What follows belongs to an exercise in optimizing a design on an open flow for a short achievable clock period and few clock cycles; a production flow would make more cautious choices.
Where RTL was checked, it was by simulation tests only, not by an equivalence proof against the original.
Function not checked in run 4: the RTL went through the layout flow alone.
Power figures rest on the tool's default switching activity, not on a simulated workload.

[design/flow/config.mk]
export PLATFORM = sky130hd
export DESIGN_NAME = gpu_core
export DESIGN_NICKNAME = gpu_core
export VERILOG_FILES = /design/flow/design.v
export SDC_FILE = /design/flow/constraint.sdc
export NUM_CORES = 4
export LEC_CHECK = 0
export CAP_MARGIN = 20
export CORE_MARGIN = 2
export CORE_UTILIZATION = 40
export SETUP_SLACK_MARGIN = 5
export SLEW_MARGIN = 20
export TNS_END_PERCENT = 100
[design/flow/constraint.sdc]
create_clock -name core_clock -period 10.0 [get_ports {clk}]
set_input_delay 2.0000 -clock core_clock [delete_from_list [all_inputs] [get_ports {clk}]]
set_output_delay 2.0000 -clock core_clock [all_outputs]
set_load 0.01 [all_outputs]
[design/flow/design.v]
module regs(input          clk,
            input          rst,
            input          load_start,
            input [255:0]  start_regs,
            input          e_wen,
            input [3:0]    e_waddr,
            input [31:0]   e_wdata,
            input          l_wen,
            input [3:0]    l_waddr,
            input [31:0]   l_wdata,
            input          p_wen,
            input [1:0]    p_waddr,
            input          p_wdata,
            output [511:0] r_flat,      
            output [3:0]   p_flat);
   reg [31:0] r [0:15];
   reg [3:0]  p;
   integer    i;
   always @(posedge clk) begin
      for (i = 0; i < 16; i = i + 1) begin
         if (load_start && i < 8)
           r[i] <= start_regs[32*(7-i) +: 32];
         else if (e_wen && e_waddr == i)
           r[i] <= e_wdata;
         else if (l_wen && l_waddr == i)
           r[i] <= l_wdata;
      end
      if (rst)
        p <= 4'b1111;
      else if (p_wen)
        p[p_waddr] <= p_wdata;
   end
   genvar g;
   generate
      for (g = 0; g < 16; g = g + 1) begin : flat
         assign r_flat[32*g +: 32] = r[g];
      end
   endgenerate
   assign p_flat = p;
endmodule
module mul_csa4(input [15:0] a, input [15:0] b,
                output [15:0] s0, output [15:0] s1,
                output [15:0] s2, output [15:0] s3);
   wire [15:0] pp [0:15];
   genvar g;
   generate
      for (g = 0; g < 16; g = g + 1) begin : gen_pp
         assign pp[g] = ({16{b[g]}} & a) << g;
      end
   endgenerate
   function [31:0] csa(input [15:0] x, input [15:0] y, input [15:0] z);
      csa = {(x ^ y ^ z), (((x & y) | (x & z) | (y & z)) << 1)};
   endfunction
   wire [31:0] l1a = csa(pp[0], pp[1], pp[2]);
   wire [31:0] l1b = csa(pp[3], pp[4], pp[5]);
   wire [31:0] l1c = csa(pp[6], pp[7], pp[8]);
   wire [31:0] l1d = csa(pp[9], pp[10], pp[11]);
   wire [31:0] l1e = csa(pp[12], pp[13], pp[14]);
   wire [31:0] l2a = csa(l1a[31:16], l1a[15:0], l1b[31:16]);
   wire [31:0] l2b = csa(l1b[15:0], l1c[31:16], l1c[15:0]);
   wire [31:0] l2c = csa(l1d[31:16], l1d[15:0], l1e[31:16]);
   wire [31:0] l3a = csa(l2a[31:16], l2a[15:0], l2b[31:16]);
   wire [31:0] l3b = csa(l2b[15:0], l2c[31:16], l2c[15:0]);
   wire [31:0] l4a = csa(l3a[31:16], l3a[15:0], l3b[31:16]);
   wire [31:0] l4b = csa(l3b[15:0], l1e[15:0], pp[15]);
   assign s0 = l4a[31:16];
   assign s1 = l4a[15:0];
   assign s2 = l4b[31:16];
   assign s3 = l4b[15:0];
endmodule
module mul_fin(input [15:0] s0, input [15:0] s1, input [15:0] s2, input [15:0] s3,
               output [15:0] y);
   wire [15:0] t0 = s0 ^ s1 ^ s2;
   wire [15:0] t1 = ((s0 & s1) | (s0 & s2) | (s1 & s2)) << 1;
   wire [15:0] u0 = t0 ^ t1 ^ s3;
   wire [15:0] u1 = ((t0 & t1) | (t0 & s3) | (t1 & s3)) << 1;
   assign y = u0 + u1;
endmodule
module processor(input          clk,
                 input          rst,
                 output         idle,
                 input          start,
                 input [15:0]   start_pc,
                 output         load_start,
                 output [15:0]  imem_addr,
                 input [31:0]   imem_rdata,
                 output         dmem_ren,
                 output [15:0]  dmem_raddr,
                 input [31:0]   dmem_rdata,
                 output         dmem_wen,
                 output [15:0]  dmem_waddr,
                 output [31:0]  dmem_wdata,
                 output         queue_wen,
                 output [3:0]   queue_number,
                 input [511:0]  r_flat,
                 input [3:0]    p_flat,
                 output         e_wen,
                 output [3:0]   e_waddr,
                 output [31:0]  e_wdata,
                 output         l_wen,
                 output [3:0]   l_waddr,
                 output [31:0]  l_wdata,
                 output         p_wen,
                 output [1:0]   p_waddr,
                 output         p_wdata);
   localparam D_HALT = 0, D_LOAD = 1, D_STORE = 2, D_MUL = 3, D_PUSH = 4,
              D_PUSHK = 5, D_CMP = 6, D_WR = 7, D_LATE = 8, D_RA = 9, D_RB = 10,
              D_ADD = 11, D_SUB = 12, D_AND = 13, D_XOR = 14, D_OR = 15,
              D_NAND = 16, D_NOT = 17, D_SHR = 18, D_SHL = 19, D_CNST = 20,
              D_BIG = 21, D_RD = 22, DW = 26;
   function [DW-1:0] predecode(input [31:0] w);
      reg [3:0] o;
      reg [DW-1:0] d;
      begin
         o = w[27:24];
         d = 0;
         d[D_HALT]  = w[28];
         d[D_LOAD]  = !w[28] && o == 0;
         d[D_STORE] = !w[28] && o == 1;
         d[D_MUL]   = !w[28] && o == 2;
         d[D_ADD]   = !w[28] && o == 3;
         d[D_SUB]   = !w[28] && o == 4;
         d[D_SHR]   = !w[28] && o == 5;
         d[D_SHL]   = !w[28] && o == 6;
         d[D_AND]   = !w[28] && o == 7;
         d[D_NOT]   = !w[28] && o == 8;
         d[D_XOR]   = !w[28] && o == 9;
         d[D_OR]    = !w[28] && o == 10;
         d[D_NAND]  = !w[28] && o == 11;
         d[D_CNST]  = !w[28] && o == 12;
         d[D_CMP]   = !w[28] && o == 13;
         d[D_PUSH]  = !w[28] && (o == 14 || o == 15);
         d[D_PUSHK] = !w[28] && o == 15;
         d[D_LATE]  = d[D_LOAD] | d[D_MUL];
         d[D_WR]    = d[D_LOAD] | d[D_MUL] | d[D_ADD] | d[D_SUB] | d[D_SHR] |
                      d[D_SHL] | d[D_AND] | d[D_NOT] | d[D_XOR] | d[D_OR] |
                      d[D_NAND] | d[D_CNST];
         d[D_RA]    = !w[28] && !(o == 12 || o == 15);
         d[D_RB]    = d[D_STORE] | d[D_MUL] | d[D_ADD] | d[D_SUB] | d[D_AND] |
                      d[D_XOR] | d[D_OR] | d[D_NAND] | d[D_CMP];
         d[D_BIG]   = |w[15:5];
         d[D_RD+3:D_RD] = (d[D_LOAD] | d[D_SHR] | d[D_SHL] | d[D_NOT]) ? w[19:16] :
                          d[D_CNST] ? w[23:20] : w[15:12];
         predecode = d;
      end
   endfunction
   reg         idle_q;
   reg [15:0]  pc_q;
   reg         f_valid_q;       
   reg         arr_q;           
   reg         halt_seen_q;     
   wire        go = start && idle_q;
   assign load_start = go;
   assign idle = idle_q;
   assign imem_addr = pc_q;
   reg [31:0]   qw [0:3];
   reg [DW-1:0] qd [0:3];
   reg [3:0]    qv;
   wire [31:0]   hw = qw[0];
   wire [DW-1:0] hd = qd[0];
   wire [DW-1:0] in_d = predecode(imem_rdata);
   wire          app = arr_q && !halt_seen_q && !idle_q;
   reg         e_we, e_lv, e_pw, e_mul;
   reg [3:0]   e_rd;
   reg [1:0]   e_pidx;
   reg [31:0]  e_a, e_b;
   reg [15:0]  e_k;
   reg         e_big;
   reg         e_add, e_sub, e_and, e_xor, e_or, e_nand, e_not, e_shr, e_shl, e_cnst;
   reg         l_we, l_mul;
   reg [3:0]   l_rd;
   reg [15:0]  m0, m1, m2, m3;
   wire [31:0] add_r = e_a + e_b;
   wire [31:0] sub_r = e_a - e_b;
   wire [31:0] shr_r = e_big ? 32'd0 : (e_a >> e_k[4:0]);
   wire [31:0] shl_r = e_big ? 32'd0 : (e_a << e_k[4:0]);
   wire [31:0] e_res = ({32{e_add}} & add_r) |
                       ({32{e_sub}} & sub_r) |
                       ({32{e_and}} & (e_a & e_b)) |
                       ({32{e_xor}} & (e_a ^ e_b)) |
                       ({32{e_or}} & (e_a | e_b)) |
                       ({32{e_nand}} & ~(e_a & e_b)) |
                       ({32{e_not}} & ~e_a) |
                       ({32{e_shr}} & shr_r) |
                       ({32{e_shl}} & shl_r) |
                       ({32{e_cnst}} & {16'd0, e_k});
   wire        e_lt = (e_a[15] != e_b[15]) ? e_a[15] : (e_a[14:0] < e_b[14:0]);
   wire [15:0] c0, c1, c2, c3;
   mul_csa4 mul_e(e_a[15:0], e_b[15:0], c0, c1, c2, c3);
   wire [15:0] mul_y;
   mul_fin mul_l(m0, m1, m2, m3, mul_y);
   wire [31:0] l_res = l_mul ? {16'd0, mul_y} : dmem_rdata;
   assign e_wen = e_we;
   assign e_waddr = e_rd;
   assign e_wdata = e_res;
   assign l_wen = l_we;
   assign l_waddr = l_rd;
   assign l_wdata = l_res;
   assign p_wen = e_pw;
   assign p_waddr = e_pidx;
   assign p_wdata = e_lt;
   wire [3:0] ra = hw[23:20];
   wire [3:0] rb = hw[19:16];
   wire [31:0] rf_a = r_flat[32*ra +: 32];
   wire [31:0] rf_b = r_flat[32*rb +: 32];
   wire [31:0] op_a = (e_we && e_rd == ra) ? e_res :
                      (l_we && l_rd == ra) ? l_res : rf_a;
   wire [31:0] op_b = (e_we && e_rd == rb) ? e_res :
                      (l_we && l_rd == rb) ? l_res : rf_b;
   wire [3:0]  p_eff;
   genvar      gp;
   generate
      for (gp = 0; gp < 4; gp = gp + 1) begin : gen_peff
         assign p_eff[gp] = (e_pw && e_pidx == gp) ? e_lt : p_flat[gp];
      end
   endgenerate
   wire        pred_ok = (hw[31:30] == 2'd0) || p_eff[hw[31:30]];
   wire        haz = e_lv && ((hd[D_RA] && e_rd == ra) ||
                              (hd[D_RB] && e_rd == rb) ||
                              (hd[D_PUSH] && !e_rd[3]));
   wire        d_go = !idle_q && qv[0] && !hd[D_HALT] && !haz;
   wire        x_ok = d_go && pred_ok;
   reg         ren_q, wen_q, qwen_q;
   reg [15:0]  raddr_q, waddr_q;
   reg [31:0]  wdata_q;
   reg [3:0]   qnum_q;
   assign dmem_ren = ren_q;
   assign dmem_raddr = raddr_q;
   assign dmem_wen = wen_q;
   assign dmem_waddr = waddr_q;
   assign dmem_wdata = wdata_q;
   assign queue_wen = qwen_q;
   assign queue_number = qnum_q;
   reg [3:0]   src_v;
   reg [3:0]   nv;
   reg         placed;
   integer     j;
   always @(*) begin
      placed = 1'b0;
      for (j = 0; j < 4; j = j + 1) begin
         src_v[j] = d_go ? ((j < 3) ? qv[j+1] : 1'b0) : qv[j];
         nv[j] = src_v[j];
         if (!src_v[j] && !placed) begin
            placed = 1'b1;
            nv[j] = app;
         end
      end
   end
   integer     i;
   wire halt_next = halt_seen_q || (app && in_d[D_HALT]);
   wire [2:0] inflight = qv[0] + qv[1] + qv[2] + qv[3] + arr_q + f_valid_q;
   always @(posedge clk) begin
      for (i = 0; i < 4; i = i + 1) begin
         if (src_v[i]) begin
            if (d_go && i < 3) begin
               qw[i] <= qw[(i < 3) ? i + 1 : i];
               qd[i] <= qd[(i < 3) ? i + 1 : i];
            end
         end
         else begin
            qw[i] <= imem_rdata;
            qd[i] <= in_d;
         end
      end
   end
   always @(posedge clk) begin
      if (rst) begin
         idle_q <= 1'b1;
         pc_q <= 16'd0;
         f_valid_q <= 1'b0;
         arr_q <= 1'b0;
         halt_seen_q <= 1'b0;
         qv <= 4'd0;
      end
      else if (go) begin
         idle_q <= 1'b0;
         pc_q <= start_pc;
         f_valid_q <= 1'b1;
         arr_q <= 1'b0;
         halt_seen_q <= 1'b0;
         qv <= 4'd0;
      end
      else begin
         idle_q <= idle_q || (nv == 4'b0001 && halt_next);
         pc_q <= pc_q + {15'd0, f_valid_q};
         f_valid_q <= !idle_q && !halt_next && (inflight < 3'd4);
         arr_q <= f_valid_q;
         halt_seen_q <= halt_next;
         qv <= nv;
      end
   end
   always @(posedge clk) begin
      if (rst) begin
         e_we <= 1'b0;
         e_lv <= 1'b0;
         e_pw <= 1'b0;
         l_we <= 1'b0;
         ren_q <= 1'b0;
         wen_q <= 1'b0;
         qwen_q <= 1'b0;
      end
      else begin
         e_we <= x_ok && hd[D_WR] && !hd[D_LATE];
         e_lv <= x_ok && hd[D_LATE];
         e_pw <= x_ok && hd[D_CMP];
         l_we <= e_lv && !(go && !e_rd[3]);
         ren_q <= x_ok && hd[D_LOAD];
         wen_q <= x_ok && hd[D_STORE];
         qwen_q <= x_ok && hd[D_PUSH];
      end
      e_rd <= hd[D_RD+3:D_RD];
      e_pidx <= hw[13:12];
      e_mul <= hd[D_MUL];
      e_a <= op_a;
      e_b <= op_b;
      e_k <= hw[15:0];
      e_big <= hd[D_BIG];
      e_add <= hd[D_ADD];
      e_sub <= hd[D_SUB];
      e_and <= hd[D_AND];
      e_xor <= hd[D_XOR];
      e_or <= hd[D_OR];
      e_nand <= hd[D_NAND];
      e_not <= hd[D_NOT];
      e_shr <= hd[D_SHR];
      e_shl <= hd[D_SHL];
      e_cnst <= hd[D_CNST];
      l_rd <= e_rd;
      l_mul <= e_mul;
      m0 <= c0;
      m1 <= c1;
      m2 <= c2;
      m3 <= c3;
      raddr_q <= op_a[15:0];
      waddr_q <= op_b[15:0];
      wdata_q <= op_a;
      qnum_q <= hd[D_PUSHK] ? hw[3:0] : op_a[3:0];
   end
endmodule
module gpu_core(input          clk,
                input          rst,
                output         idle,
                input          start,
                input [15:0]   start_pc,
                input [255:0]  start_regs,
                output [15:0]  imem_addr,
                input [31:0]   imem_rdata,
                output         dmem_ren,
                output [15:0]  dmem_raddr,
                input [31:0]   dmem_rdata,
                output         dmem_wen,
                output [15:0]  dmem_waddr,
                output [31:0]  dmem_wdata,
                output         queue_wen,
                output [3:0]   queue_number,
                output [255:0] queue_regs);
   wire [511:0] r_flat;
   wire [3:0]   p_flat;
   wire         load_start;
   wire         e_wen, l_wen, p_wen;
   wire [3:0]   e_waddr, l_waddr;
   wire [31:0]  e_wdata, l_wdata;
   wire [1:0]   p_waddr;
   wire         p_wdata;
   regs curr_regs(.clk(clk), .rst(rst),
                  .load_start(load_start), .start_regs(start_regs),
                  .e_wen(e_wen), .e_waddr(e_waddr), .e_wdata(e_wdata),
                  .l_wen(l_wen), .l_waddr(l_waddr), .l_wdata(l_wdata),
                  .p_wen(p_wen), .p_waddr(p_waddr), .p_wdata(p_wdata),
                  .r_flat(r_flat), .p_flat(p_flat));
   processor proc1(.clk(clk), .rst(rst),
                   .idle(idle), .start(start), .start_pc(start_pc),
                   .load_start(load_start),
                   .imem_addr(imem_addr), .imem_rdata(imem_rdata),
                   .dmem_ren(dmem_ren), .dmem_raddr(dmem_raddr), .dmem_rdata(dmem_rdata),
                   .dmem_wen(dmem_wen), .dmem_waddr(dmem_waddr), .dmem_wdata(dmem_wdata),
                   .queue_wen(queue_wen), .queue_number(queue_number),
                   .r_flat(r_flat), .p_flat(p_flat),
                   .e_wen(e_wen), .e_waddr(e_waddr), .e_wdata(e_wdata),
                   .l_wen(l_wen), .l_waddr(l_waddr), .l_wdata(l_wdata),
                   .p_wen(p_wen), .p_waddr(p_waddr), .p_wdata(p_wdata));
   genvar g;
   generate
      for (g = 0; g < 8; g = g + 1) begin : gen_q
         assign queue_regs[32*(7-g) +: 32] = r_flat[32*g +: 32];
      end
   endgenerate
endmodule
[design/flow/run.sh]
#!/bin/bash
# synth_recipe.tcl (not shown) runs the flow's synth.tcl, then flattens the netlist and writes it again
# the make line also repeats each setting of config.mk as NAME=value (left out here)
make -C /OpenROAD-flow-scripts/flow DESIGN_CONFIG=/design/flow/config.mk WORK_HOME=/design/flow/orfs CLKGATE_MAP_FILE= SYNTH_SCRIPT=/design/flow/synth_recipe.tcl finish
==> results of run 1 <==
## through the flow
step                hold slack [ns]  cells  total power, mW
detailed placement            0.327   7767             9.57
finish                        0.311   7976             13.6
floorplan                     0.310   5513             7.47
global route                  0.332   7972             14.2
CTS                           0.321   7964             13.6
global placement              0.325   7765             9.54
## cell families (layout without fill, tap and decap cells)
group	count (synthesis)	after routing	synth area share, %
flip-flops	893	893	42.9
AND/OR/NAND/NOR	1482	1482	10.7
buffers and inverters	746	1285	5.37
other	0	7	0
XOR/XNOR	83	83	1.24
AO/OA/AOI/OAI	1478	1478	15.6
adder cells (fa/ha/maj)	235	235	6.13
multiplexers	596	596	18.1
## synthesized netlist by cell type, types with 18 or more instances
master	n
a211oi_1	44
a21o_1	38
a21oi_1	436
a221oi_1	32
a22oi_1	62
and2_1	20
buf_1	70
buf_2	63
buf_4	37
clkbuf_1	336
dfxtp_1	173
edfxtp_1	720
fa_1	86
ha_1	149
inv_1	215
mux2_2	141
mux2i_1	100
mux4_2	349
nand2_1	626
nand2b_1	37
nand3_1	55
nand4_1	19
nor2_1	566
nor2b_1	39
nor3_1	35
nor4_1	18
o211ai_1	33
o21ai_0	445
o21ai_1	68
o221ai_1	59
o22ai_1	50
or3_1	18
xnor2_1	52
xor2_1	31
## worst reg2reg max path, stage by stage, from the launching register on
cell and delay [ns]:
dfxtp_1 0.32, buf_4 0.34, clkinv_1 0.51, ha_1 0.73, nand4_1 0.23, a31oi_1 0.60
o21ai_2 0.30, and3_1 0.27, a221o_1 0.36, a221o_1 0.65, a21oi_1 0.28, nor2_1 0.07
## report_power, final
group,switching (mW),internal [mW]
Clock,1.69,2.31
Combinational,3.16,1.91
Sequential,0.245,4.34
Total,5.09,8.55
## metal layers
layer / vias to the layer above / global-route usage (%) / wire length, µm
met5: - / 0 / 102
met4: 16 / 17.5 / 15700
met3: 696 / 10.7 / 36000
met2: 3879 / 57.3 / 126000
met1: 25932 / 49.7 / 110000
li1: 21375 / - / -
## repair_timing
item,4_1_cts,5_1_grt
setup buffers,3,3
gates resized for setup,12,14
cloned,0,0
endpoints found under the setup margin,86,103
pin swaps,1,0
## area by class of cell
cell class / instances / area, µm² / area share (%)
clock buffer: 143 / 2930 / 4.14
clock inverter: 51 / 582 / 0.821
antenna: 7 / 17.5 / 0.0247
timing repair buffer: 865 / 8260 / 11.7
sequential: 893 / 25100 / 35.4
multi-input combinational: 3874 / 30700 / 43.3
inverter: 226 / 868 / 1.23
tap: 1917 / 2400 / 3.38
## worst max-delay path by stage
stage	from	end	slack, ns	depth (start not counted)
2_1_floorplan	proc1.e_a[3]	curr_regs.r[0][29]	5.86	14
3_3_place_gp	proc1.e_a[8]	curr_regs.r[0][30]	4.07	12
3_5_place_dp	proc1.e_b[1]	curr_regs.r[2][29]	4.29	11
4_1_cts	proc1.e_b[3]	curr_regs.r[2][29]	5.00	12
5_1_grt	proc1.e_a[7]	curr_regs.r[5][30]	5.01	13
6_report	proc1.e_a[5]	curr_regs.r[5][19]	5.09	11
## registers in the layout, indices dropped and copies added (netlist names), 6 cells and up
register,flops
curr_regs.r,512
proc1.e_a,32
proc1.e_b,32
proc1.e_k,15
proc1.m0,16
proc1.m1,11
proc1.m2,6
proc1.pc_q,16
proc1.qd,101
proc1.qw,107
==> out/summary.txt, run 1 <==
Status: finished clean
Layout cells sized above 1: 16.4%
Post-DR wirelength/cell: 36.1 µm
DRT Pass-1 Iters: 6
Top_reg_cell synth: edfxtp_1
Number of synthesized flops with an enable pin: 720
Post-synth ARST share: 0%
Critical Path Sink Type: register
Fmax: 0.203 GHz
Worst hold path type: reg2reg
Setup WS pre-CTS: 4.29 ns
Die Y: 386 µm
FF-to-FF path depth: 11
Worst EP arrival: 5.42 ns
Die area: 149000 µm²
Worst-path fanout max: 18
Final-layout fill cell count: 13316
DR iter-0 viols: 7899
Max Root-Sink Buffers: 3
Placement Cell Area: 67200 µm²
IO Count: 683
Final count of hold timing violations: 0
Cells along the critical path: buf_4 -> clkinv_1 -> ha_1 -> nand4_1 -> a31oi_1 -> o21ai_2 -> and3_1 -> a221o_1 -> a221o_1 -> a21oi_1 -> nor2_1
Most Frequent Cell on Critical Path: a221o_1
Yosys top cell by area: edfxtp_1
Post-Syn Nets: 6087
Slew Limit Headroom: 17.0%
Routed Antenna Nets: 0
Netlist Area Pre-Place: 58500 µm²
Root buf cell: clkbuf_16
Largest stage delay, worst path: 0.72 ns
Pin count of the biggest net entering global routing: 178
Fin crit period: 4.91 ns
Area delta synth->final: 21.2%
Vias per cell: 6.51
Commonest non-fill, non-tap cell in the layout: edfxtp_1
Nets: 6536
Yosys Warn Count: 14
Mapped Cells: 5513
Critical Path Source Type: register
Post-layout util: 48.8%
Mapped Avg Cell Area: 10.6 µm²
Worst hold stages: 0
Setup TNS: 0 ns
Worst ir drop on vdd: 152 µV
Global Route Usage Sum: 37.7%
Final setup viols: 0
WP buf/inv: 2
Clk slew on worst S/H paths: 0.07 ns
Seq cells post-synth: 893
Final period util: 49.1%
CP top delay family: compound AO/OA/AOI/OAI gates
R2r startpoint: proc1.e_a[5]
Starting density of the core: 40.2%
Worst Clk Skew: 0.0427 ns
Least-Margin Pin Slew: 1.24 ns
WL final: 288000 µm
Die width: 386 µm
Largest cells by area after synthesis: edfxtp_1 37%, mux4_2 13%, dfxtp_1 5.9%
DRC: 0
DR vias: 51898
Crit path kind: reg2reg
Hold path startpoint: proc1.qd[0][18]
Worst R2R End: curr_regs.r[5][19]
Num CTS Buffers: 102
Critical-path top delay cell: ha_1
Post-synth cell types: 105
Sequential fraction of the synthesis area: 42.9%
DP Wirelength: 206000 µm
Initial antenna violation count: 24
Final Max Tran Viols: 0
Power density cells: 193 nW/µm²
Area of the core: 145000 µm²
H-tree depth: 3
Worst Path Required: 10.50 ns
CTS Hold Buffers Added: 0
I/O Buffers: 681
RSZ-0062 raised after global routing: false
Final worst slack: 5.09 ns
RePlAce Congestion: 1.03
Rows: 140
Hold Path Sink: proc1.e_shr
Most frequent cells in the layout: 720 x edfxtp_1, 681 x clkdlybuf4s50_1, 608 x nand2_1
Vias in the first global route: 49797
CTS tree: built
Synth top area share: 37.0%
Clock sinks: 893
GRT overflow: 0
Worst reg-to-reg setup slack: 5.09 ns
Max-cap violation count: 0
Leak: 26.4 nW
First-pass GRT wire length: 397000 µm
Clk Latency, worst-skew pair: 0.77 ns
Final instance area: 70900 µm²
Testbench counts, summed over its fixed seeds: cycles 31,284.
==> inputs of run 2 (changes only) <==
--- a/design/flow/config.mk
+++ b/design/flow/config.mk
@@ -10,4 +10,2 @@
 export CORE_UTILIZATION = 40
-export SETUP_SLACK_MARGIN = 5
 export SLEW_MARGIN = 20
-export TNS_END_PERCENT = 100
==> run 2 against run 1 <==
Still clean on timing, DRC and antenna. Cell area shrank 0.23%. Setup slack got worse by 0.96 ns. Clock power barely moved. Maximum frequency shrank 16%.
==> out/summary.txt, run 2 <==
H-tree depth: 3
Worst Path Required: 10.44 ns
Area of the core: 145000 µm²
Post-Synth Simple-Gate Area: 10.7%
DRT Pass-1 Iters: 8
WL final: 288000 µm
Setup TNS: 0 ns
Status: finished clean
Layout cells sized above 1: 16.0%
Vias per cell: 6.50
Clock sinks: 893
Final Max Tran Viols: 0
Compound-cell area share of the yosys netlist: 15.6%
RSZ-0062 raised after global routing: false
Cts repair resizes: 0
Reg power frac: 33.7%
Netlist Area Pre-Place: 58500 µm²
Top Registers: curr_regs.r: 512 flops, proc1.qw: 107 flops, proc1.qd: 101 flops
Max Root-Sink Buffers: 3
Largest reg by FF count: curr_regs.r
Initial antenna violation count: 24
Post-CTS Setup Repair Bufs: 0
Most frequently used cell type in the post-synthesis netlist: edfxtp_1
Worst Clk Skew: 0.0470 ns
Number of synthesized flops with an enable pin: 720
Psw: 5.07 mW
Mapped Avg Cell Area: 10.6 µm²
Sequential fraction of the synthesis area: 42.9%
Seq cells post-synth: 893
Post-synth cell types: 105
Critical Path Sink Type: register
DP Wirelength: 206000 µm
Top_reg_cell synth: edfxtp_1
GRT overflow: 0
Post-Synth XOR/XNOR Area: 1.24%
Pin count of the biggest net entering global routing: 178
Clk slew on worst S/H paths: 0.07 ns
Num CTS Buffers: 102
Worst hold path type: reg2reg
Sw Share: 37.3%
Slew Limit Headroom: 14.0%
DR iter-0 viols: 8041
Clock network power share: 29.4%
Crit path kind: reg2reg
Post-synth ARST share: 0%
Int Power: 8.53 mW
Fin crit period: 5.87 ns
RePlAce Congestion: 1.03
CTS Hold Buffers Added: 0
Post-DR wirelength/cell: 36.1 µm
Largest cells by area after synthesis: edfxtp_1 37%, mux4_2 13%, dfxtp_1 5.9%
Leak: 26.4 nW
Max-cap violation count: 0
Final count of hold timing violations: 0
Final period util: 58.7%
Clk Latency, worst-skew pair: 0.78 ns
Post-synthesis mux area share: 18.1%
Worst EP arrival: 6.32 ns
Top cells by count, synth: 720 x edfxtp_1, 626 x nand2_1, 566 x nor2_1, 445 x o21ai_0, 436 x a21oi_1
I/O Buffers: 681
First-pass GRT wire length: 397000 µm
Least-Margin Pin Slew: 1.29 ns
DP Cell Count: 7767
Final worst slack: 4.13 ns
Most frequent cells in the layout: 720 x edfxtp_1, 681 x clkdlybuf4s50_1, 608 x nand2_1
Non-Filler Instances: 7974
Yosys Warn Count: 14
Die area: 149000 µm²
Final setup viols: 0
Critical Path Source Type: register
Nets: 6530
IO Count: 683
Worst-path fanout max: 18
Root buf cell: clkbuf_16
Setup WS pre-CTS: 4.29 ns
Combinational share of power: 36.9%
Mapped Cells: 5513
Worst ir drop on vdd: 152 µV
Die Y: 386 µm
CTS tree: built
Die width: 386 µm
Final-layout fill cell count: 13321
Rows: 140
Largest family of logic cells by synthesized area: multiplexers
DR vias: 51861
Starting density of the core: 40.2%
Adder-Cell Fraction of Synth Area: 6.13%
Vias in the first global route: 49821
Routed Antenna Nets: 0
Yosys top cell by area: edfxtp_1
Power density cells: 192 nW/µm²
Synth top area share: 37.0%
Global Route Usage Sum: 37.7%
Post-Syn Nets: 6087
Fmax: 0.170 GHz
Max reg flops: 512
DRC: 0
Area delta synth->final: 20.9%
Commonest non-fill, non-tap cell in the layout: edfxtp_1
## run 2: path summary, 6_finish.rpt
path / from / to / slack, ns / cells past startpoint
worst min register to register: proc1.qd[0][18] / proc1.e_shr / 0.31 / 0
worst max register to register: proc1.e_b[3] / curr_regs.r[2][29] / 4.13 / 11
worst max-delay path: proc1.e_b[3] / curr_regs.r[2][29] / 4.13 / 11
worst min-delay path: proc1.qd[0][18] / proc1.e_shr / 0.31 / 0
## run 2: kinds of logic after synthesis
family / count (synthesis)
AOI/OAI and AO/OA: 1478
xor gates and xnor gates: 83
adders and majority gates: 235
buffers and inverters: 746
DFF: 893
muxes: 596
and+or+nand+nor: 1482
## run 2: through the flow
step                      cell area, µm²  power, mW  utilization [%]  hold slack [ns]
after CTS                          70700       13.5             48.6            0.321
after global placement             67100       9.54             46.2            0.325
after detailed placement           67200       9.57             46.2            0.327
after global routing               70700       14.1             48.6            0.332
after floorplan                    58500       7.47                -            0.310
final                              70700       13.6             48.6            0.309
## run 2: layer usage
| metal | global-route usage (%) | vias to the layer above | routed length, µm |
|---|---|---|---|
| li1 | - | 21357 | - |
| met3 | 11.0 | 726 | 35400 |
| met1 | 49.5 | 25947 | 110000 |
| met2 | 57.0 | 3815 | 126000 |
| met5 | 0 | - | 99 |
| met4 | 17.9 | 16 | 16300 |
## run 2: critical path, stage by stage, from the launching register on
cell	delay, ns
dfxtp_1	0.33
buf_4	0.30
clkinv_1	0.46
ha_1	0.57
nor4_1	0.61
o41ai_2	0.23
or4_1	0.63
a31oi_2	0.52
mux2_2	0.40
a2111oi_0	0.27
a21boi_2	0.92
o21ai_0	0.25
## run 2: power groups by stage
stage	Combinational [mW]	Sequential [mW]	Clock, mW
2_1_floorplan	2.87	4.60	0
3_3_place_gp	4.90	4.64	0
3_5_place_dp	4.92	4.65	0
4_1_cts	4.95	4.57	4.02
5_1_grt	5.38	4.60	4.16
6_report	5.02	4.58	4.01
## run 2: area by class of cell
type / instances / area [µm²] / share of cell area, %
clock buffers: 143 / 2930 / 4.15
multi-input cells: 3874 / 30600 / 43.3
repair buffers: 859 / 8190 / 11.6
well taps: 1917 / 2400 / 3.39
inverters: 226 / 848 / 1.20
diodes: 11 / 27.5 / 0.0389
clock inverters: 51 / 582 / 0.823
flip-flops and latches: 893 / 25100 / 35.5
==> inputs of run 3 (changes only) <==
==> design/flow/flow/run.sh (new file) <==
#!/bin/bash
# Own flow: the standard layout (standard.sh) unchanged, except that timing
# repair (floorplan, CTS and global-route repair_timing) aims for extra setup
# slack, so the tools keep improving paths that already meet the 10 ns clock.
# The constraints (constraint.sdc) are the design's, unchanged.
set -euo pipefail
export SETUP_SLACK_MARGIN=7
bash standard.sh > standard_flow.log 2>&1
==> design/flow/standard.sh (new file) <==
#!/bin/bash
# synth_recipe.tcl (not shown) runs the flow's synth.tcl, then flattens the netlist and writes it again
# the make line also repeats each setting of config.mk as NAME=value (left out here)
make -C /OpenROAD-flow-scripts/flow DESIGN_CONFIG=/design/flow/config.mk WORK_HOME=/design/flow/orfs CLKGATE_MAP_FILE= SYNTH_SCRIPT=/design/flow/synth_recipe.tcl "${@:-finish}"
--- a/design/flow/config.mk
+++ b/design/flow/config.mk
@@ -11 +11,2 @@
 export SLEW_MARGIN = 20
+export TNS_END_PERCENT = 100
removed: design/flow/run.sh
==> run 3 against run 2 <==
Critical endpoint is now curr_regs.r[6][28]. Die area unchanged. Sequential share of layout area down 6.4 points. Non-clock buffer count up 861. Sequential power up 0.9%. Largest power group unchanged. Combinational power up 57%. Via count up 14%.
==> out/summary.txt, run 3 <==
Footprint of the multi-input gates: 36600 µm²
IO Count: 683
Num CTS Buffers: 102
Commonest non-fill, non-tap cell in the layout: edfxtp_1
DRT Pass-1 Iters: 8
Netlist Area Pre-Place: 58500 µm²
Power density cells: 190 nW/µm²
DR vias: 59047
Max Root-Sink Buffers: 3
Clk slew on worst S/H paths: 0.06 ns
Die area: 149000 µm²
Post-Syn Nets: 6087
CTS Hold Buffers Added: 0
Compound-cell area share of the yosys netlist: 15.6%
Fmax: 0.259 GHz
Critical Path Source Type: register
Crit path kind: reg2reg
Post-Synth XOR/XNOR Area: 1.24%
Initial antenna violation count: 29
DRC: 0
Leak: 33.6 nW
Worst ir drop on vdd: 163 µV
Largest cells by area after synthesis: edfxtp_1 37%, mux4_2 13%, dfxtp_1 5.9%
GRT overflow: 0
Sequential fraction of the synthesis area: 42.9%
Setup WS pre-CTS: 4.61 ns
Setup TNS: 0 ns
Top cells by count, synth: 720 x edfxtp_1, 626 x nand2_1, 566 x nor2_1, 445 x o21ai_0, 436 x a21oi_1
Fin crit period: 3.87 ns
DP Wirelength: 202000 µm
Top_reg_cell synth: edfxtp_1
Largest family of logic cells by synthesized area: multiplexers
RePlAce Congestion: 1.03
Top Registers: curr_regs.r: 512 flops, proc1.qw: 107 flops, proc1.qd: 101 flops
Worst Path Required: 10.48 ns
Final period util: 38.7%
Global Route Usage Sum: 42.0%
Root buf cell: clkbuf_16
Most frequent cells in the layout: 720 x edfxtp_1, 653 x buf_4, 556 x nand2_1
Vias in the first global route: 55198
Final-layout fill cell count: 11829
Die Y: 386 µm
DR iter-0 viols: 8618
Mapped Avg Cell Area: 10.6 µm²
Most frequently used cell type in the post-synthesis netlist: edfxtp_1
Clk Latency, worst-skew pair: 0.77 ns
Final setup viols: 0
Placement Cell Area: 67800 µm²
Clock sinks: 893
Final worst slack: 6.13 ns
Max reg flops: 512
Final instance area: 86800 µm²
Slew Limit Headroom: 23.5%
Critical Path Sink Type: register
Starting density of the core: 40.2%
Adder-Cell Fraction of Synth Area: 6.13%
Final Max Tran Viols: 0
Nets: 7410
Largest reg by FF count: curr_regs.r
Die width: 386 µm
Post-synth cell types: 105
Mapped Cells: 5513
Number of synthesized flops with an enable pin: 720
Status: finished clean
Worst EP arrival: 4.35 ns
Routed Antenna Nets: 0
Yosys Warn Count: 14
Post-synth ARST share: 0%
Area of the core: 145000 µm²
Least-Margin Pin Slew: 1.14 ns
Post-DR wirelength/cell: 37.7 µm
CTS tree: built
RSZ-0062 raised after global routing: true
Worst Clk Skew: 0.0656 ns
Rows: 140
Pin count of the biggest net entering global routing: 71
Yosys top cell by area: edfxtp_1
Final count of hold timing violations: 0
Seq cells post-synth: 893
Area delta synth->final: 48.4%
FF+latch area: 25300 µm²
First-pass GRT wire length: 439000 µm
H-tree depth: 3
Max-cap violation count: 0
Hold_ws: 0.311 ns
Post-synthesis mux area share: 18.1%
WL final: 334000 µm
Layout cells sized above 1: 45.5%
Worst hold path type: reg2reg
Worst-path fanout max: 5
I/O Buffers: 681
Synth top area share: 37.0%
Vias per cell: 6.66
Post-Synth Simple-Gate Area: 10.7%
## run 3: where the power goes
part | switching, mW | internal (mW) | leakage (nW)
Sequential | 0.268 | 4.35 | 8.51
Combinational | 4.28 | 3.59 | 23.5
Clock | 1.71 | 2.26 | 1.68
## run 3: stage by stage
stage	power [mW]	cells	util [%]
after floorplan	7.68	5513	-
after global placement	9.52	7722	46.6
after detailed placement	9.56	7722	46.6
after CTS	15.3	8604	56.2
after global routing	16.9	8847	59.7
final	16.5	8863	59.7
## run 3: kinds of logic after synthesis
group                      after synthesis
and+or+nand+nor                       1482
AOI/OAI and AO/OA                     1478
DFF                                    893
buffers and inverters                  746
muxes                                  596
adders and majority gates              235
xor gates and xnor gates                83
## run 3: repair_timing
item                       4_1_cts  5_1_grt
setup endpoints to repair     1650     1392
pin swaps                      226      268
gates resized for setup       2714      749
gates cloned                    73       33
buffers inserted               616      205
## run 3: cell type report
type	count	area share, %
diodes	21	0.0605
clock buffers	148	3.34
clock inverters	45	0.669
inverters	226	1.19
multi-input cells	3893	42.1
flip-flops and latches	893	29.1
well taps	1917	2.76
repair buffers	1720	20.7
## run 3: layer usage
| layer | GRT usage, % | routed length [µm] |
|---|---|---|
| met5 | 0.584 | 115 |
| met1 | 49.1 | 109000 |
| met2 | 62.5 | 143000 |
| met3 | 14.2 | 47200 |
| met4 | 34.6 | 35200 |
## run 3: final timing paths
kind                        start            endpoint  slack [ns]  depth (start not counted)
setup / recovery    proc1.e_a[15]  curr_regs.r[6][28]        6.13                         17
hold / removal    proc1.qd[0][19]         proc1.e_shl        0.31                          0
setup reg to reg    proc1.e_a[15]  curr_regs.r[6][28]        6.13                         17
hold reg to reg   proc1.qd[0][19]         proc1.e_shl        0.31                          0
## run 3: critical path, stage by stage, from the launching register on
cell and delay (ns):
dfxtp_2 0.34, buf_12 0.14, clkinvlp_4 0.22, ha_4 0.34
or2_4 0.24, or3_4 0.36, buf_6 0.14, nor3_4 0.21
a21boi_4 0.27, buf_6 0.13, nor2_4 0.05, a21oi_4 0.22
mux2i_1 0.13, a221oi_2 0.28, buf_6 0.20, buf_6 0.11
buf_8 0.12, a21oi_1 0.07
==> inputs of run 4 (changes only) <==
--- a/design/flow/design.v
+++ b/design/flow/design.v
@@ -94,2 +94,3 @@
                  output [3:0]   queue_number,
+                 output [255:0] queue_regs,
                  input [511:0]  r_flat,
@@ -167,3 +168,7 @@
    reg [15:0]  e_k;
-   reg         e_big;
+   reg [31:0]  s_a;
+   reg [4:0]   s_k;
+   reg         s_big;
+   reg [15:0]  c_a, c_b;
+   reg [15:0]  m_a, m_b;
    reg         e_add, e_sub, e_and, e_xor, e_or, e_nand, e_not, e_shr, e_shl, e_cnst;
@@ -174,4 +179,4 @@
    wire [31:0] sub_r = e_a - e_b;
-   wire [31:0] shr_r = e_big ? 32'd0 : (e_a >> e_k[4:0]);
-   wire [31:0] shl_r = e_big ? 32'd0 : (e_a << e_k[4:0]);
+   wire [31:0] shr_r = s_big ? 32'd0 : (s_a >> s_k);
+   wire [31:0] shl_r = s_big ? 32'd0 : (s_a << s_k);
    wire [31:0] e_res = ({32{e_add}} & add_r) |
@@ -186,5 +191,5 @@
                        ({32{e_cnst}} & {16'd0, e_k});
-   wire        e_lt = (e_a[15] != e_b[15]) ? e_a[15] : (e_a[14:0] < e_b[14:0]);
+   wire        e_lt = (c_a[15] != c_b[15]) ? c_a[15] : (c_a[14:0] < c_b[14:0]);
    wire [15:0] c0, c1, c2, c3;
-   mul_csa4 mul_e(e_a[15:0], e_b[15:0], c0, c1, c2, c3);
+   mul_csa4 mul_e(m_a, m_b, c0, c1, c2, c3);
    wire [15:0] mul_y;
@@ -226,2 +231,4 @@
    reg [3:0]   qnum_q;
+   reg [255:0] qregs_q;      
+   assign queue_regs = qregs_q;
    assign dmem_ren = ren_q;
@@ -316,3 +323,15 @@
       e_k <= hw[15:0];
-      e_big <= hd[D_BIG];
+      if (hd[D_SHR] | hd[D_SHL]) begin
+         s_a <= op_a;
+         s_k <= hw[4:0];
+         s_big <= hd[D_BIG];
+      end
+      if (hd[D_CMP]) begin
+         c_a <= op_a[15:0];
+         c_b <= op_b[15:0];
+      end
+      if (hd[D_MUL]) begin
+         m_a <= op_a[15:0];
+         m_b <= op_b[15:0];
+      end
       e_add <= hd[D_ADD];
@@ -333,6 +352,14 @@
       m3 <= c3;
-      raddr_q <= op_a[15:0];
-      waddr_q <= op_b[15:0];
-      wdata_q <= op_a;
-      qnum_q <= hd[D_PUSHK] ? hw[3:0] : op_a[3:0];
+      if (hd[D_LOAD])
+        raddr_q <= op_a[15:0];
+      if (hd[D_STORE]) begin
+         waddr_q <= op_b[15:0];
+         wdata_q <= op_a;
+      end
+      if (hd[D_PUSH]) begin
+         qnum_q <= hd[D_PUSHK] ? hw[3:0] : op_a[3:0];
+         for (i = 0; i < 8; i = i + 1)
+           qregs_q[32*(7-i) +: 32] <= (e_we && e_rd == i) ? e_res :
+                                      (l_we && l_rd == i) ? l_res : r_flat[32*i +: 32];
+      end
    end
@@ -376,3 +403,3 @@
                    .dmem_wen(dmem_wen), .dmem_waddr(dmem_waddr), .dmem_wdata(dmem_wdata),
-                   .queue_wen(queue_wen), .queue_number(queue_number),
+                   .queue_wen(queue_wen), .queue_number(queue_number), .queue_regs(queue_regs),
                    .r_flat(r_flat), .p_flat(p_flat),
@@ -381,8 +408,2 @@
                    .p_wen(p_wen), .p_waddr(p_waddr), .p_wdata(p_wdata));
-   genvar g;
-   generate
-      for (g = 0; g < 8; g = g + 1) begin : gen_q
-         assign queue_regs[32*(7-g) +: 32] = r_flat[32*g +: 32];
-      end
-   endgenerate
 endmodule
==> run 4 against run 3 <==
Clock power up 44%. Sequential share of layout area up 4.3 points. Count of clock-buffer cells in the layout up 63. Die area up 25%. Setup slack worse by 0.0077 ns. First-iteration DRC count up 13%. Critical path depth down 16. Global-route usage down 4.2 points. Synthesized cell count up 19%. Wire length up 9.4%. Power up 21%. Via count up 13%. Critical endpoint is now queue_regs[44]. Highest routed layer unchanged.
==> out/summary.txt, run 4 <==
Die area: 186000 µm²
I/O Buffers: 681
CP top delay family: flip-flops
Largest reg by FF count: curr_regs.r
Worst Path Required: 8.00 ns
Number of synthesized flops with an enable pin: 890
Yosys Warn Count: 14
Mapped Cells: 6568
Mapped Avg Cell Area: 11.1 µm²
Post-synth cell types: 104
Final period util: 38.8%
Largest stage delay, worst path: 0.78 ns
Global Route Usage Sum: 37.8%
Top cells by count, synth: 890 x edfxtp_1, 739 x nand2_1, 578 x nor2_1, 565 x o21ai_0, 439 x a21oi_1
Yosys top cell by area: edfxtp_1
Fmax: 0.258 GHz
DRT Pass-1 Iters: 7
Max reg flops: 512
H-tree depth: 4
Status: finished clean
Die Y: 432 µm
Starting density of the core: 40.4%
Cells along the critical path: buf_2
Worst Clk Skew: 0.0913 ns
DRC: 0
Critical path depth: 1
RePlAce Congestion: 0.992
Setup TNS: 0 ns
Pin count of the biggest net entering global routing: 129
Max Root-Sink Buffers: 3
WP buf/inv: 1
Critical Path Source Type: register
Post-DR wirelength/cell: 35.3 µm
Worst ir drop on vdd: 146 µV
DR vias: 66944
Routed Antenna Nets: 0
Post-layout util: 58.2%
Die width: 432 µm
Layout cells sized above 1: 43.6%
RSZ-0062 raised after global routing: true
Max-cap violation count: 0
CTS tree: built
Top Registers: curr_regs.r: 512 flops, proc1.qregs_q: 256 flops, proc1.qw: 106 flops
Post-Syn Nets: 7155
Clock sinks: 1314
Least-Margin Pin Slew: 1.20 ns
Seq cells post-synth: 1314
Most frequent cells in the layout: 890 x edfxtp_1, 642 x nand2_1, 471 x nor2_1
Slew Limit Headroom: 19.9%
Most frequently used cell type in the post-synthesis netlist: edfxtp_1
Fin crit period: 3.88 ns
Final count of hold timing violations: 0
Synth top area share: 36.5%
Critical-path top delay cell: edfxtp_1
Final setup viols: 0
WL final: 366000 µm
Critical Path Sink Type: primary output
DP Wirelength: 232000 µm
Area of the core: 181000 µm²
Crit path kind: reg2out
Worst EP arrival: 1.88 ns
IO Count: 683
Commonest non-fill, non-tap cell in the layout: edfxtp_1
Worst hold path type: reg2reg
Top_reg_cell synth: edfxtp_1
Num CTS Buffers: 149
Netlist Area Pre-Place: 73200 µm²
FF-to-FF path depth: 16
Vias in the first global route: 62923
DR iter-0 viols: 9780
Final Max Tran Viols: 0
GRT overflow: 0
Clk slew on worst S/H paths: 0.06 ns
Sequential fraction of the synthesis area: 48.1%
Worst-path fanout max: 1
Worst hold stages: 0
Clk Latency, worst-skew pair: 0.85 ns
Vias per cell: 6.47
Rows: 156
First-pass GRT wire length: 494000 µm
Initial antenna violation count: 62
Largest cells by area after synthesis: edfxtp_1 37%, dfxtp_1 12%, mux4_2 12%
Leak: 40.2 nW
Area delta synth->final: 44.2%
Post-synth ARST share: 0%
Power density cells: 188 nW/µm²
Root buf cell: clkbuf_16
Nets: 8397
-- run 4: cell types whose count changed in the layout (fill, tap and decap cells not counted), sizes merged, moves of 50 or more --
cell    change
edfxtp    +170
dfxtp     +251
nand2     +113
o21ai      +70
a22oi      -54
nor3       +50
and2       +99
buf        -79
o211ai     +96
mux2      +127
-- run 4: final cells by class --
type / instances / area [µm²]
diodes: 44 / 110
clock buffers: 211 / 4190
clock inverters: 69 / 831
fillers: 14325 / 75800
inverters: 244 / 986
multi-input cells: 4493 / 43900
flip-flops and latches: 1314 / 35300
well taps: 2370 / 2970
repair buffers: 1607 / 17200
repair inverters: 1 / 16.3
-- run 4: path summary, 6_finish.rpt --
path,from,end,slack (ns)
min,proc1.e_mul,proc1.l_mul,0.32
max,proc1.qregs_q[44],queue_regs[44],6.12
min reg2reg,proc1.e_mul,proc1.l_mul,0.32
max reg2reg,proc1.e_a[0],proc1.qregs_q[94],6.37
-- run 4: metal layers --
layer / global-route usage, % / routed length (µm)
met5: 0 / 106
met4: 26.2 / 33000
met3: 11.2 / 47900
met2: 55.8 / 157000
met1: 47.6 / 128000
-- run 4: where the power goes --
part / internal [mW] / total (mW) / switching (mW)
sequential: 6.25 / 6.60 / 0.345
clock: 3.27 / 5.73 / 2.46
combinational: 3.48 / 7.56 / 4.09
total: 13.0 / 19.9 / 6.89
-- run 4: per-stage QoR --
| step | total power, mW | worst slack (ns) | hold WS [ns] | cell area [µm²] | std cells |
|---|---|---|---|---|---|
| 5_1_grt | 20.3 | 6.10 | 0.332 | 105000 | 10343 |
| 6_report | 19.9 | 6.12 | 0.320 | 106000 | 10353 |
| 3_5_place_dp | 10.9 | 4.67 | 0.322 | 83300 | 9247 |
| 2_1_floorplan | 9.15 | 2.30 | 0.310 | 74600 | 6568 |
| 3_3_place_gp | 10.8 | 4.73 | 0.310 | 83300 | 9247 |
| 4_1_cts | 19.0 | 6.32 | 0.324 | 101000 | 10175 |
-- run 4: kinds of logic after synthesis --
kind of cell	count (synthesis)	synth area share, %
flip-flops	1314	48.1
buffers and inverters	775	4.21
adder cells (fa/ha/maj)	248	5.13
AO/OA/AOI/OAI	1641	13.7
XOR/XNOR	88	1.05
multiplexers	740	17.3
AND/OR/NAND/NOR	1762	10.4
-- run 4: timing repair --
action	CTS	global route
gates cloned	71	6
gates resized for setup	3343	719
setup buffers	577	127
hold buffers	0	0
pin swaps	414	279
setup endpoints to repair	1755	1613
==> inputs of run 5 (changes only) <==
--- a/design/flow/design.v
+++ b/design/flow/design.v
@@ -174,4 +174,5 @@
    reg         e_add, e_sub, e_and, e_xor, e_or, e_nand, e_not, e_shr, e_shl, e_cnst;
-   reg         l_we, l_mul;
+   reg         w_we, l_we, l_mul;
    reg [3:0]   l_rd;
+   reg [31:0]  w_val;
    reg [15:0]  m0, m1, m2, m3;
@@ -197,5 +198,7 @@
    wire [31:0] l_res = l_mul ? {16'd0, mul_y} : dmem_rdata;
-   assign e_wen = e_we;
-   assign e_waddr = e_rd;
-   assign e_wdata = e_res;
+   wire        p_we = w_we | l_we;
+   wire [31:0] p_res = w_we ? w_val : l_res;
+   assign e_wen = w_we;
+   assign e_waddr = l_rd;
+   assign e_wdata = w_val;
    assign l_wen = l_we;
@@ -211,5 +214,5 @@
    wire [31:0] op_a = (e_we && e_rd == ra) ? e_res :
-                      (l_we && l_rd == ra) ? l_res : rf_a;
+                      (p_we && l_rd == ra) ? p_res : rf_a;
    wire [31:0] op_b = (e_we && e_rd == rb) ? e_res :
-                      (l_we && l_rd == rb) ? l_res : rf_b;
+                      (p_we && l_rd == rb) ? p_res : rf_b;
    wire [3:0]  p_eff;
@@ -304,2 +307,3 @@
          l_we <= 1'b0;
+         w_we <= 1'b0;
          ren_q <= 1'b0;
@@ -313,2 +317,3 @@
          l_we <= e_lv && !(go && !e_rd[3]);
+         w_we <= e_we && !(go && !e_rd[3]);
          ren_q <= x_ok && hd[D_LOAD];
@@ -347,2 +352,3 @@
       l_rd <= e_rd;
+      w_val <= e_res;
       l_mul <= e_mul;
@@ -358,8 +364,7 @@
       end
-      if (hd[D_PUSH]) begin
-         qnum_q <= hd[D_PUSHK] ? hw[3:0] : op_a[3:0];
-         for (i = 0; i < 8; i = i + 1)
-           qregs_q[32*(7-i) +: 32] <= (e_we && e_rd == i) ? e_res :
-                                      (l_we && l_rd == i) ? l_res : r_flat[32*i +: 32];
-      end
+      if (hd[D_PUSH])
+        qnum_q <= hd[D_PUSHK] ? hw[3:0] : op_a[3:0];
+      for (i = 0; i < 8; i = i + 1)
+        qregs_q[32*(7-i) +: 32] <= (e_we && e_rd == i) ? e_res :
+                                   (p_we && l_rd == i) ? p_res : r_flat[32*i +: 32];
    end
==> run 5 against run 4 <==
The layout now fails its checks (capacitance limit, slew limit). Power decreased by 6.0%. Register-to-register slack got worse by 0.17 ns. Global-route usage about the same. Synthesized cell count increased by 13%. Die area increased by 2.7%. Maximum frequency increased by 2.0%.
==> out/summary.txt, run 5 <==
Seq cells post-synth: 1347
Top cells by count, synth: 1088 x nand2_1, 890 x edfxtp_1, 747 x nor2_1, 704 x a21oi_1, 597 x o21ai_0
Fin crit period: 3.80 ns
Tot Pwr: 18.7 mW
DRT met1 WL: 128000 µm
IO Count: 683
Rows: 159
Crit path kind: reg2reg
Clk Latency, worst-skew pair: 0.87 ns
Most frequently used cell type in the post-synthesis netlist: nand2_1
RSZ-0062 raised after global routing: true
Post-Syn Nets: 7994
Worst Path Required: 10.70 ns
Sequential fraction of the synthesis area: 47.7%
Slew Limit Headroom: -10.1%
GRT overflow: 0
Max reg flops: 512
Hold path startpoint: proc1.qd[0][13]
I/O Buffers: 681
Global Route Usage Sum: 37.8%
Num CTS Buffers: 151
DP Wirelength: 238000 µm
Nets: 8926
Mapped Cells: 7407
Most frequent cells in the layout: 901 x nand2_1, 890 x edfxtp_1, 676 x nor2_1
Worst hold path type: reg2reg
Layout cells sized above 1: 36.8%
Vias per cell: 6.41
Vias in the first global route: 66230
Post-DR wirelength/cell: 34.4 µm
Number of synthesized flops with an enable pin: 890
Largest cells by area after synthesis: edfxtp_1 36%, dfxtp_1 12%, mux4_2 10%
Final Max Tran Viols: 25
DRC: 0
WL final: 378000 µm
Setup TNS: 0 ns
Pin count of the biggest net entering global routing: 115
Hold Path Sink: proc1.e_and
Status: finished with violations
Die Y: 438 µm
DRT Pass-1 Iters: 7
Initial antenna violation count: 48
Post-synth cell types: 95
H-tree depth: 4
Critical Path Sink Type: register
DP Cell Count: 10082
Top_reg_cell synth: edfxtp_1
Failed Checks: capacitance limit, slew limit
Worst EP arrival: 4.50 ns
Area of the core: 187000 µm²
Clk slew on worst S/H paths: 0.09 ns
Post-synth ARST share: 0%
FF-to-FF path depth: 16
Worst R2R End: proc1.qregs_q[239]
CTS tree: built
Leak: 39.2 nW
Worst Clk Skew: 0.0578 ns
Met2 WL: 160000 µm
Max-cap violation count: 1
Least-Margin Pin Slew: 1.65 ns
CP top delay family: compound AO/OA/AOI/OAI gates
RePlAce Congestion: 0.984
Worst reg-to-reg setup slack: 6.20 ns
Yosys top cell by area: edfxtp_1
Critical Path Source Type: register
Most Frequent Cell on Critical Path: ha_4
First-pass GRT wire length: 511000 µm
Highest routed layer: met5
Top Registers: curr_regs.r: 512 flops, proc1.qregs_q: 256 flops, proc1.qw: 107 flops
Largest reg by FF count: curr_regs.r
Die width: 438 µm
CTS Hold Buffers Added: 0
Fmax: 0.263 GHz
Yosys Warn Count: 14
Netlist Area Pre-Place: 75200 µm²
DR vias: 70408
Wire length on met3: 49300 µm
Power density cells: 179 nW/µm²
Worst-path fanout max: 4
Area delta synth->final: 39.2%
Clock sinks: 1347
Mapped Avg Cell Area: 10.2 µm²
Non-Filler Instances: 10988
Cells along the critical path: ha_4 -> ha_4 -> ha_4 -> fa_2 -> a21o_1 -> a21o_1 -> a311oi_2 -> a21oi_2 -> xnor2_2 -> buf_6 -> nand3_2 -> o211ai_1 -> buf_4 -> buf_4 -> nand2_4 -> a21oi_4
Final setup viols: 0
Die area: 191000 µm²
Final period util: 38.0%
Worst ir drop on vdd: 284 µV
Largest stage delay, worst path: 0.40 ns
Routed Antenna Nets: 0
Max Root-Sink Buffers: 3
R2r startpoint: proc1.m0[7]
Commonest non-fill, non-tap cell in the layout: nand2_1
DR iter-0 viols: 10422
Starting density of the core: 40.2%
Critical Path Start: proc1.m0[7]
Root buf cell: clkbuf_16
Critical-path top delay cell: a21oi_4
WP buf/inv: 3
Final count of hold timing violations: 0
Worst hold stages: 0
Synth top area share: 35.5%
-- run 5: through the flow --
step | instance area [µm²] | util (%) | worst slack [ns] | hold slack [ns]
final | 105000 | 55.9 | 6.20 | 0.302
after global routing | 105000 | 55.9 | 6.19 | 0.324
after CTS | 101000 | 53.8 | 6.22 | 0.311
after detailed placement | 85000 | 45.4 | 4.72 | 0.312
after global placement | 85000 | 45.4 | 4.77 | 0.311
after floorplan | 76500 | - | 6.43 | 0.310
-- run 5: area by class of cell --
cell class,count,area [µm²]
antenna,25,62.6
tap,2495,3120
timing repair inverter,1,7.51
inverter,257,987
fill,15512,82600
timing repair buffer,1414,15900
multi-input combinational,5167,43100
clock buffer,223,4550
sequential,1347,36300
clock inverter,59,668
-- run 5: timing repair --
item                       in CTS  in global routing
setup endpoints to repair    1989               1342
cloned                         70                 23
buffers inserted              404                102
pin swaps                     293                249
gates resized for setup      3143                694
hold endpoints to repair        0                  0
-- run 5: layer usage --
metal | up-vias | GRT usage [%]
met5 | - | 0.227
met3 | 1494 | 12.7
met1 | 34365 | 44.8
met2 | 5718 | 55.8
li1 | 28791 | -
met4 | 40 | 30.5
-- run 5: how the worst max path moves through the flow --
stage / to / slack (ns) / depth (start not counted)
6_report: proc1.qregs_q[239] / 6.20 / 16
5_1_grt: proc1.qregs_q[207] / 6.19 / 15
4_1_cts: proc1.qregs_q[111] / 6.22 / 16
3_5_place_dp: proc1.raddr_q[15] / 4.72 / 5
3_3_place_gp: proc1.raddr_q[15] / 4.77 / 5
2_1_floorplan: proc1.qd[0][23] / 6.43 / 7
-- run 5: cells by family after synthesis --
| kind of cell | after synthesis | share of synthesized area [%] |
|---|---|---|
| AO/OA/AOI/OAI | 2033 | 16.0 |
| XOR/XNOR | 80 | 0.932 |
| adder cells (fa/ha/maj) | 249 | 5.01 |
| buffers and inverters | 920 | 4.86 |
| flip-flops | 1347 | 47.7 |
| multiplexers | 537 | 13.1 |
| AND/OR/NAND/NOR | 2241 | 12.5 |
-- run 5: where the power goes --
part | total (mW) | internal, mW | leakage [nW] | switching [mW]
logic | 5.90 | 2.59 | 24.2 | 3.30
registers | 6.87 | 6.37 | 12.4 | 0.503
clock network | 5.92 | 3.40 | 2.57 | 2.52
-- run 5: worst register-to-register path, delay by kind of cell (launching register included) --
kind	cells	cell delay (ns)
compound gates	6	1.38
fa+ha+maj	4	0.98
buf+inv	3	0.60
flops	1	0.33
xor+xnor	1	0.23
simple gates	2	0.14
Testbench counts of run 5, summed over its fixed seeds: cycles 31,284.

==> separate check: timing with driven ports <==
The flow's constraints put no driver on any port. The routed layouts listed below were extracted and timed again, unchanged, in two steps.
Step 1 assumes that a clkbuf_16 drives the clock port and a buf_2 every other input.
Step 2 also shifts input and output timing later by t, the mid clock arrival at the registers, as if the neighbouring blocks saw the same clock.
Three values: no drivers, after step 1, after step 2; two values: the first two.
run | t, ns | slack for setup (ns) | worst data-port slew with drivers (ns)
run 1 | 0.843 | 5.085 / 5.085 / 4.807 | 0.38
run 2 | 0.843 | 4.126 / 4.126 / 4.126 | 0.37
run 3 | 0.825 | 6.132 / 6.132 / 5.722 | 0.24
run 4 | 0.899 | 6.124 / 6.033 / 5.474 | 0.27
run 5 | 0.941 | 6.200 / 6.200 / 5.598 | 0.13
For run 4, which loses most, drivers alone change the setup slack by -0.091 ns; drivers and shift together by -0.650 ns.
